This design comes from an exercise in tuning for small area and a short achievable clock period on the open sky130 flow, not from production work. At most, simulation tests tie the RTL to the original design; equivalence was not proved. The flow treats the clock pin as an ideal source, which a real chip does not have. Power figures rest on the tool's default switching activity, not on a simulated workload.

// bnn_layer
module bnn_layer #(
    parameter N = 32,
    parameter NEURONS = 16
)(
    input wire clk,
    input wire rst,
    input wire valid_in,
    input wire [N-1:0] input_vector,
    input wire [NEURONS*N-1:0] weights_flat,
    input wire [8*NEURONS-1:0] thresholds_flat,
    output wire [NEURONS-1:0] output_vector,
    output wire valid_out,
    output wire [8*NEURONS-1:0] debug_popcounts
);
clock: 9.0 ns
lec_check: 0
cap_margin: 20
core_area: 2 2 243 243
cts_cluster_diameter: 100
cts_cluster_size: 20
die_area: 0 0 245 245
slew_margin: 20
synth_hierarchical: 1
synth_minimum_keep_size: 0
standard.sh (not shown) runs the stock make flow with config.mk's settings and CLKGATE_MAP_FILE= SYNTH_SCRIPT=/design/flow/synth_recipe.tcl, a recipe that flattens the netlist after the stock synthesis.
==> flow/flow/run.sh <==
#!/bin/bash
# Own layout flow: the standard flow (standard synthesis unchanged), with
#  - port buffers made from the smallest buffer cell instead of the resizer's default,
#  - input_vector port buffers (16 loads each) enlarged after repair_design,
#  - timing repair aimed below the clock period (SETUP_SLACK_MARGIN).
# Each tool's output goes to the ORFS logs under orfs/logs; make's output to flow_standard.log.
set -euo pipefail
export BUFFER_PORTS_ARGS="-buffer_cell sky130_fd_sc_hd__buf_1"
export SETUP_SLACK_MARGIN=5.9
export FLOW_INBUF_CELL=sky130_fd_sc_hd__buf_8
export POST_RESIZE_TCL="$PWD/flow/post_resize.tcl"
bash standard.sh finish > flow_standard.log 2>&1 || { tail -50 flow_standard.log; exit 1; }
tail -5 flow_standard.log
==> flow/flow/post_resize.tcl <==
# Drive each input_vector bit (16 loads spread over the layout) with larger
# buffers than repair_design picks: every buffer between the port and the
# loads is resized. The port itself is an ideal driver.
set n 0
set block [ord::get_db_block]
foreach port [get_ports input_vector*] {
  set nets [list [[$block findBTerm [get_full_name $port]] getNet]]
  while { [llength $nets] } {
    set net [lindex $nets 0]
    set nets [lrange $nets 1 end]
    foreach it [$net getITerms] {
      if { ![$it isInputSignal] } { continue }
      set inst [$it getInst]
      if { [string match "sky130_fd_sc_hd__*buf_*" [[$inst getMaster] getName]] } {
        replace_cell [get_cells [$inst getName]] $::env(FLOW_INBUF_CELL)
        incr n
        foreach ot [$inst getITerms] {
          if { [$ot isOutputSignal] && [$ot getNet] ne "NULL" } { lappend nets [$ot getNet] }
        }
      }
    }
  }
}
puts "post_resize: resized $n input_vector buffers to $::env(FLOW_INBUF_CELL)"
Change:
==> flow/flow/post_resize.tcl (replaced) <==
# Drive each input_vector bit (16 loads spread over the layout) with a larger
# port buffer than repair_design picks; the port itself is an ideal driver.
set n 0
foreach port [get_ports input_vector*] {
  set net [get_nets -of_objects $port]
  foreach pin [get_pins -of_objects $net -filter "direction==input"] {
    set inst [get_cells -of_objects $pin]
    set master [get_property $inst ref_name]
    if { [string match "sky130_fd_sc_hd__*buf*" $master] } {
      replace_cell $inst $::env(FLOW_INBUF_CELL)
      incr n
    }
  }
}
puts "post_resize: resized $n input_vector port buffers to $::env(FLOW_INBUF_CELL)"
--- a/flow/config.mk
+++ b/flow/config.mk
@@ -9,4 +9,4 @@
-export CORE_AREA = 2 2 243 243
-export CTS_CLUSTER_DIAMETER = 100
-export CTS_CLUSTER_SIZE = 20
-export DIE_AREA = 0 0 245 245
+export CORE_AREA = 2 2 253 253
+export CTS_CLUSTER_DIAMETER = 80
+export CTS_CLUSTER_SIZE = 24
+export DIE_AREA = 0 0 255 255
=>
- The changed run aborted during placement repair
- synthesized cell count is unchanged
- area after synthesis stays the same
Change:
==> flow/flow/post_resize.tcl (replaced) <==
# Drive each input_vector bit (16 loads spread over the layout) with larger
# buffers than repair_design picks: every buffer between the port and the
# loads is resized. The port itself is an ideal driver.
set n 0
set block [ord::get_db_block]
foreach port [get_ports input_vector*] {
  set nets [list [[$block findBTerm [get_full_name $port]] getNet]]
  while { [llength $nets] } {
    set net [lindex $nets 0]
    set nets [lrange $nets 1 end]
    foreach it [$net getITerms] {
      if { ![$it isInputSignal] } { continue }
      set inst [$it getInst]
      if { [string match "sky130_fd_sc_hd__*buf_*" [[$inst getMaster] getName]] } {
        replace_cell [get_cells [$inst getName]] $::env(FLOW_INBUF_CELL)
        incr n
        foreach ot [$inst getITerms] {
          if { [$ot isOutputSignal] && [$ot getNet] ne "NULL" } { lappend nets [$ot getNet] }
        }
      }
    }
  }
}
puts "post_resize: resized $n input_vector buffers to $::env(FLOW_INBUF_CELL)"
--- a/flow/config.mk
+++ b/flow/config.mk
@@ -9,2 +9,2 @@
-export CORE_AREA = 2 2 253 253
-export CTS_CLUSTER_DIAMETER = 80
+export CORE_AREA = 2 2 243 243
+export CTS_CLUSTER_DIAMETER = 150
@@ -12 +12 @@
-export DIE_AREA = 0 0 255 255
+export DIE_AREA = 0 0 245 245
What happened:
- With this change the flow went through all stages and came out clean
- synthesized area is unchanged
- synthesized cell count is unchanged
Change:
--- a/flow/flow/run.sh
+++ b/flow/flow/run.sh
@@ -9 +9 @@
-export SETUP_SLACK_MARGIN=5.9
+export SETUP_SLACK_MARGIN=5.95
--- a/flow/config.mk
+++ b/flow/config.mk
@@ -11 +11 @@
-export CTS_CLUSTER_SIZE = 24
+export CTS_CLUSTER_SIZE = 20
Via count rises by 0.60%.
Clock power rises by about 8%.
Synthesized area stays the same.
Cell area rises by 0.44%.
Fmax rises by 1.7%.
Die area does not change.
Count of clock-buffer cells in the layout rises by 4.
Routed wire length is about the same.
Combinational power rises by about 2%.
Global-route usage stays flat.
Change:
--- a/flow/flow/run.sh
+++ b/flow/flow/run.sh
@@ -9 +9 @@
-export SETUP_SLACK_MARGIN=5.95
+export SETUP_SLACK_MARGIN=5.9
--- a/flow/config.mk
+++ b/flow/config.mk
@@ -9,4 +9,4 @@
-export CORE_AREA = 2 2 243 243
-export CTS_CLUSTER_DIAMETER = 150
-export CTS_CLUSTER_SIZE = 20
-export DIE_AREA = 0 0 245 245
+export CORE_AREA = 2 2 238 238
+export CTS_CLUSTER_DIAMETER = 80
+export CTS_CLUSTER_SIZE = 24
+export DIE_AREA = 0 0 240 240
The changed run went through all stages and came out clean.
Setup slack gets worse by 0.063 ns.
Clock-buffer cell count goes up by 6.
Wire length is about the same.
Change:
==> flow/flow/post_resize.tcl (replaced) <==
# Drive each input_vector bit (16 loads spread over the layout) with a larger
# port buffer than repair_design picks; the port itself is an ideal driver.
set n 0
set block [ord::get_db_block]
foreach port [get_ports input_vector*] {
  set net [[$block findBTerm [get_full_name $port]] getNet]
  foreach it [$net getITerms] {
    if { ![$it isInputSignal] } { continue }
    set inst [$it getInst]
    if { [string match "sky130_fd_sc_hd__*buf*" [[$inst getMaster] getName]] } {
      replace_cell [get_cells [$inst getName]] $::env(FLOW_INBUF_CELL)
      incr n
    }
  }
}
puts "post_resize: resized $n input_vector port buffers to $::env(FLOW_INBUF_CELL)"
--- a/flow/config.mk
+++ b/flow/config.mk
@@ -9 +9 @@
-export CORE_AREA = 2 2 238 238
+export CORE_AREA = 2 2 253 253
@@ -12 +12 @@
-export DIE_AREA = 0 0 240 240
+export DIE_AREA = 0 0 255 255
After rerunning: The new run ran to the end with no violations. Flip-flop and latch count is unchanged. Synthesized area stays the same. Wire length went up by 2.6%. Cell count increases by 3.5%. Core utilization shrinks by 6.6 points. Register-to-register slack improved by 0.03 ns. Worst hold slack gains 0.021 ns. Non-clock buffer count came out higher by 5.

========
The RTL this note starts from:
==> flow/design.v <==
module neuron_unit (
    input wire clk,
    input wire [31:0] inputs,
    input wire [31:0] weights,
    input wire [7:0] threshold,
    output reg out,
    output reg [5:0] popcount
);
    wire [31:0] x = ~(inputs ^ weights);
    wire [6:0] thr0 = {|threshold[7:6], threshold[5:0]};
    wire n1;
    wire n2;
    wire n3;
    wire n4;
    wire n5;
    wire n6;
    wire n7;
    wire n8;
    wire n9;
    wire n10;
    wire n11;
    wire n12;
    wire n13;
    wire n14;
    wire n15;
    wire n16;
    wire n17;
    wire n18;
    wire n19;
    wire n20;
    wire n21;
    wire n22;
    wire n23;
    wire n24;
    wire n25;
    wire n26;
    wire n27;
    wire n28;
    wire n29;
    wire n30;
    wire n31;
    wire n32;
    wire n33;
    wire n34;
    wire n35;
    wire n36;
    wire n37;
    wire n38;
    wire n39;
    wire n40;
    wire n41;
    wire n42;
    wire n43;
    wire n44;
    wire n45;
    wire n46;
    wire n47;
    wire n48;
    wire n49;
    wire n50;
    wire n51;
    wire n52;
    wire n53;
    wire n54;
    wire n55;
    wire n56;
    wire n57;
    wire n58;
    wire n59;
    wire n60;
    wire n61;
    wire n62;
    fa_cell un1 (.a(x[0]), .b(x[10]), .c(x[11]), .s(n1), .co(n2));
    fa_cell un3 (.a(x[12]), .b(x[13]), .c(x[14]), .s(n3), .co(n4));
    fa_cell un5 (.a(x[15]), .b(x[16]), .c(x[17]), .s(n5), .co(n6));
    fa_cell un7 (.a(x[18]), .b(x[19]), .c(x[1]), .s(n7), .co(n8));
    fa_cell un9 (.a(x[20]), .b(x[21]), .c(x[22]), .s(n9), .co(n10));
    fa_cell un11 (.a(x[23]), .b(x[24]), .c(x[25]), .s(n11), .co(n12));
    fa_cell un13 (.a(x[26]), .b(x[27]), .c(x[28]), .s(n13), .co(n14));
    fa_cell un15 (.a(x[29]), .b(x[2]), .c(x[30]), .s(n15), .co(n16));
    fa_cell un17 (.a(x[31]), .b(x[3]), .c(x[4]), .s(n17), .co(n18));
    fa_cell un19 (.a(x[5]), .b(x[6]), .c(x[7]), .s(n19), .co(n20));
    fa_cell un21 (.a(x[8]), .b(x[9]), .c(n1), .s(n21), .co(n22));
    fa_cell un23 (.a(n11), .b(n13), .c(n15), .s(n23), .co(n24));
    fa_cell un25 (.a(n17), .b(n19), .c(n3), .s(n25), .co(n26));
    fa_cell un27 (.a(n5), .b(n7), .c(n9), .s(n27), .co(n28));
    fa_cell un29 (.a(n21), .b(n23), .c(n25), .s(n29), .co(n30));
    ha_cell un31 (.a(n27), .b(n29), .s(n31), .co(n32));
    fa_cell un33 (.a(n10), .b(n12), .c(n14), .s(n33), .co(n34));
    fa_cell un35 (.a(n16), .b(n18), .c(n2), .s(n35), .co(n36));
    fa_cell un37 (.a(n20), .b(n4), .c(n6), .s(n37), .co(n38));
    fa_cell un39 (.a(n8), .b(n22), .c(n24), .s(n39), .co(n40));
    fa_cell un41 (.a(n26), .b(n28), .c(n33), .s(n41), .co(n42));
    fa_cell un43 (.a(n35), .b(n37), .c(n30), .s(n43), .co(n44));
    fa_cell un45 (.a(n39), .b(n41), .c(n32), .s(n45), .co(n46));
    ha_cell un47 (.a(n43), .b(n45), .s(n47), .co(n48));
    fa_cell un49 (.a(n34), .b(n36), .c(n38), .s(n49), .co(n50));
    fa_cell un51 (.a(n40), .b(n42), .c(n49), .s(n51), .co(n52));
    fa_cell un53 (.a(n44), .b(n51), .c(n46), .s(n53), .co(n54));
    ha_cell un55 (.a(n48), .b(n53), .s(n55), .co(n56));
    fa_cell un57 (.a(n50), .b(n52), .c(n54), .s(n57), .co(n58));
    ha_cell un59 (.a(n56), .b(n57), .s(n59), .co(n60));
    ha_cell un61 (.a(n58), .b(n60), .s(n61), .co(n62));
    wire [5:0] p = {n62, n61, n59, n55, n47, n31};
    wire [6:0] g;
    assign g[0] = 1'b1;
    genvar k;
    generate for (k = 0; k < 6; k = k + 1) begin : cmp
        assign g[k+1] = (p[k] & ~thr0[k]) | (p[k] & g[k]) | (~thr0[k] & g[k]);
    end endgenerate
    wire fire = ~thr0[6] & g[6];
    always @(posedge clk) begin
        out <= fire;
        popcount <= p;
    end
endmodule
module fa_cell (input wire a, input wire b, input wire c, output wire s, output wire co);
    assign s = a ^ b ^ c;
    assign co = (a & b) | (a & c) | (b & c);
endmodule
module ha_cell (input wire a, input wire b, output wire s, output wire co);
    assign s = a ^ b;
    assign co = a & b;
endmodule
module bnn_layer #(
    parameter N = 32,
    parameter NEURONS = 16
)(
    input wire clk,
    input wire rst,
    input wire valid_in,
    input wire [N-1:0] input_vector,
    input wire [NEURONS*N-1:0] weights_flat,
    input wire [8*NEURONS-1:0] thresholds_flat,
    output wire [NEURONS-1:0] output_vector,
    output wire valid_out,
    output wire [8*NEURONS-1:0] debug_popcounts
);
    genvar i;
    generate
        for (i = 0; i < NEURONS; i = i + 1) begin : neuron_array
            wire [5:0] pc;
            neuron_unit neuron_inst (
                .clk(clk),
                .inputs(input_vector),
                .weights(weights_flat[32*i +: 32]),
                .threshold(thresholds_flat[8*i +: 8]),
                .out(output_vector[i]),
                .popcount(pc)
            );
            assign debug_popcounts[8*i +: 8] = {2'b00, pc};
        end
    endgenerate
    reg vld;
    always @(posedge clk or posedge rst) begin
        if (rst) vld <= 1'b0;
        else vld <= valid_in;
    end
    assign valid_out = vld;
endmodule
export LEC_CHECK = 0
export CAP_MARGIN = 20
export CORE_AREA = 2 2 288 288
export DIE_AREA = 0 0 290 290
export SLEW_MARGIN = 20
export SYNTH_HIERARCHICAL = 1
export SYNTH_MINIMUM_KEEP_SIZE = 0
create_clock -name core_clock -period 9.0 [get_ports {clk}]
run.sh (not shown) runs the stock make flow with config.mk's settings and CLKGATE_MAP_FILE= SYNTH_SCRIPT=/design/flow/synth_recipe.tcl, a recipe that flattens the netlist after the stock synthesis.
Stock flow here: none of the scripts above is used.
The first run finished clean.
Next try:
==> flow/flow/run.sh (new file) <==
#!/bin/bash
# Own layout flow: the standard flow (standard synthesis unchanged), with the
# port buffers made from the smallest buffer cell instead of the resizer's default.
set -euo pipefail
export BUFFER_PORTS_ARGS="-buffer_cell sky130_fd_sc_hd__buf_1"
bash standard.sh finish > flow_standard.log 2>&1 || { tail -50 flow_standard.log; exit 1; }
tail -5 flow_standard.log
==> flow/standard.sh (new file) <==
#!/bin/bash
# synth_recipe.tcl (not shown) runs the flow's synth.tcl, then flattens the netlist and writes it again
# the make line also repeats each setting of config.mk as NAME=value (left out here)
make -C /OpenROAD-flow-scripts/flow DESIGN_CONFIG=/design/flow/config.mk WORK_HOME=/design/flow/orfs CLKGATE_MAP_FILE= SYNTH_SCRIPT=/design/flow/synth_recipe.tcl "${@:-finish}"
removed: flow/run.sh
Wire length drops by 6.3%.
Final cell count stays flat.
Via count fell by 0.46%.
Next try:
==> flow/run.sh (new file) <==
#!/bin/bash
# synth_recipe.tcl (not shown) runs the flow's synth.tcl, then flattens the netlist and writes it again
# the make line also repeats each setting of config.mk as NAME=value (left out here)
make -C /OpenROAD-flow-scripts/flow DESIGN_CONFIG=/design/flow/config.mk WORK_HOME=/design/flow/orfs CLKGATE_MAP_FILE= SYNTH_SCRIPT=/design/flow/synth_recipe.tcl finish
- CORE_AREA: 2 2 288 288 -> not set
- CORE_MARGIN: not set -> 2
- CORE_UTILIZATION: not set -> 40
- DIE_AREA: 0 0 290 290 -> not set
removed: flow/flow/run.sh
removed: flow/standard.sh
=> The new run failed in I/O pin placement (3_2_place_iop) on PPL-0024. Synthesized cell count is unchanged. Synthesized area does not change.
No run of this note included a check of the RTL's function; only the layout flow was run.

========
== red ==
bnn_layer, a different RTL version from the one above (not shown whole).
For scale: ~1700 cells after synthesis, about 470 flip-flops, ~820 I/O pins, ~0.025 mm^2 of cells after synthesis.
export LEC_CHECK = 0
export CAP_MARGIN = 20
export CORE_AREA = 2 2 253 253
export DIE_AREA = 0 0 255 255
export SLEW_MARGIN = 20
export SYNTH_HIERARCHICAL = 1
export SYNTH_MINIMUM_KEEP_SIZE = 0
create_clock -name core_clock -period 9.0 [get_ports {clk}]
standard.sh (not shown) runs the stock make flow with config.mk's settings and CLKGATE_MAP_FILE= SYNTH_SCRIPT=/design/flow/synth_recipe.tcl, a recipe that flattens the netlist after the stock synthesis.
==> flow/flow/run.sh <==
#!/bin/bash
# Own layout flow: the standard flow (standard synthesis unchanged), with the
# port buffers made from the smallest buffer cell instead of the resizer's default.
set -euo pipefail
export BUFFER_PORTS_ARGS="-buffer_cell sky130_fd_sc_hd__buf_1"
export SETUP_SLACK_MARGIN=5.6
bash standard.sh finish > flow_standard.log 2>&1 || { tail -50 flow_standard.log; exit 1; }
tail -5 flow_standard.log
red: flow completed, timing, DRC and antenna clean
Input-level comparison between blue and red:
# red
export LEC_CHECK = 0
export CAP_MARGIN = 20
export CORE_AREA = 2 2 253 253
export DIE_AREA = 0 0 255 255
export SLEW_MARGIN = 20
export SYNTH_HIERARCHICAL = 1
export SYNTH_MINIMUM_KEEP_SIZE = 0
create_clock -name core_clock -period 9.0 [get_ports {clk}]
# blue
export LEC_CHECK = 0
export CAP_MARGIN = 20
export CORE_AREA = 2 2 288 288
export DIE_AREA = 0 0 290 290
export SLEW_MARGIN = 20
export SYNTH_HIERARCHICAL = 1
export SYNTH_MINIMUM_KEEP_SIZE = 0
create_clock -name core_clock -period 9.0 [get_ports {clk}]
--- a/flow/flow/run.sh
+++ b/flow/flow/run.sh
@@ -6 +6 @@
-export SETUP_SLACK_MARGIN=5.6
+export SETUP_SLACK_MARGIN=6.0
Notes after the runs:
[compare] base=red new=blue: highest cell delay on the worst timing path lower; relative max-transition margin higher; number of placement rows moved up; routed length per instance lower.
The run showing the smaller wire length is red.
[inputs] green vs blue
# blue
export LEC_CHECK = 0
export CAP_MARGIN = 20
export CORE_AREA = 2 2 288 288
export DIE_AREA = 0 0 290 290
export SLEW_MARGIN = 20
export SYNTH_HIERARCHICAL = 1
export SYNTH_MINIMUM_KEEP_SIZE = 0
create_clock -name core_clock -period 9.0 [get_ports {clk}]
# green
export LEC_CHECK = 0
export CAP_MARGIN = 20
export CORE_AREA = 2 2 253 253
export CTS_CLUSTER_DIAMETER = 60
export CTS_CLUSTER_SIZE = 30
export DIE_AREA = 0 0 255 255
export SLEW_MARGIN = 20
export SYNTH_HIERARCHICAL = 1
export SYNTH_MINIMUM_KEEP_SIZE = 0
create_clock -name core_clock -period 9.0 [get_ports {clk}]
--- a/flow/flow/run.sh
+++ b/flow/flow/run.sh
@@ -6 +6 @@
-export SETUP_SLACK_MARGIN=6.0
+export SETUP_SLACK_MARGIN=5.6
==> run summary <==
- As far as number of hold violations in the final report goes, green and blue are indistinguishable; the numbers are identical.
- green vs. blue: combinational power fell by 4.4%; hold buffer count at cts did not really move; switching power total has decreased; final instance area went down by 11%.
- Endpoint of the most critical setup path = neuron_array[15].neuron_inst.out: blue; endpoint of the most critical setup path = neuron_array[4].neuron_inst.r0_n25: green
## Diff of input files: orange against green
# green
export LEC_CHECK = 0
export CAP_MARGIN = 20
export CORE_AREA = 2 2 253 253
export CTS_CLUSTER_DIAMETER = 60
export CTS_CLUSTER_SIZE = 30
export DIE_AREA = 0 0 255 255
export SLEW_MARGIN = 20
export SYNTH_HIERARCHICAL = 1
export SYNTH_MINIMUM_KEEP_SIZE = 0
create_clock -name core_clock -period 9.0 [get_ports {clk}]
# orange
export LEC_CHECK = 0
export CAP_MARGIN = 20
export CORE_AREA = 2 2 288 288
export DIE_AREA = 0 0 290 290
export SLEW_MARGIN = 20
export SYNTH_HIERARCHICAL = 1
export SYNTH_MINIMUM_KEEP_SIZE = 0
create_clock -name core_clock -period 9.0 [get_ports {clk}]
--- a/flow/flow/run.sh
+++ b/flow/flow/run.sh
@@ -6 +5,0 @@
-export SETUP_SLACK_MARGIN=5.6
Findings:
orange has less setup slack than green.
Compared with green, in orange sequential share of layout area moved down; clock group total power moved up; critical-path maximum fanout moved down; maximum clock frequency moved down.
Re total vias in the final route: green and orange aren't equal, and the higher value belongs to green.
Area added between synthesis and finish on orange is up relative to green.
orange: count of standard-cell rows 12 above green
### orange -> purple
--- a/flow/flow/run.sh
+++ b/flow/flow/run.sh
@@ -5,0 +6 @@
+export SETUP_SLACK_MARGIN=5.6
Results
Relative to orange, design area has gone up in purple. On worst hold slack, purple and orange are basically level. On via count of the first global-routing pass, purple and orange are basically level. In purple the power share of the combinational group turned out 2.1 points higher than in orange. When purple is measured against orange, its sequential share of layout area turns out 0.32 points lower. On wire length: between purple and orange, it ends up higher for purple. purple — worst setup slack after layout 0.18 ns higher, orange as reference. Number of distinct standard cells referenced by the synthesized netlist: purple vs orange, no meaningful difference. The estimated power of purple ends up higher than the estimate for orange. The run showing the smaller highest cell delay on the worst timing path is orange.

==> separate check: timing with driven ports <==
Ports are ideal in the flow. The routed layouts listed here were re-timed in OpenROAD. Step 1 (the two cells are an assumption about what drives the block):
set clk [get_ports {clk}]
set_driving_cell -lib_cell sky130_fd_sc_hd__clkbuf_16 $clk
set_driving_cell -lib_cell sky130_fd_sc_hd__buf_2 [delete_from_list [all_inputs] $clk]
Step 2, shift: input delay + t, output delay - t, t = (earliest + latest rising clock arrival at the registers) / 2. This alone moves slack from input paths to output paths. Slacks: no drivers / after step 1 / after step 2; pairs: no drivers / after step 1.
run	t, ns	setup WS [ns]	worst setup path after step 2
the first run of note 1	0.647	5.952 / 5.887 / 5.483	input to register
the third run of note 1	0.633	5.953 / 5.887 / 5.485	input to register
the fourth run of note 1	0.643	6.006 / 5.943 / 5.489	input to register
the fifth run of note 1	0.681	5.942 / 5.907 / 5.431	input to register
the sixth run of note 1	0.669	5.907 / 5.906 / 5.237	input to register
the first run of note 2	0.572	2.242 / 2.273 / 1.701	input to register
the second run of note 2	0.569	2.109 / 2.144 / 1.575	input to register
red	0.647	5.581 / 5.586 / 4.978	input to register
blue	0.649	5.566 / 5.566 / 5.367	input to register
green	0.639	5.542 / 5.585 / 4.946	input to register
orange	0.649	5.419 / 5.419 / 4.857	input to register
purple	0.651	5.603 / 5.619 / 4.977	input to register
After both steps every run listed still meets setup and hold. For the sixth run of note 1, which loses most, drivers alone change the setup slack by -0.001 ns; drivers and shift together by -0.670 ns.
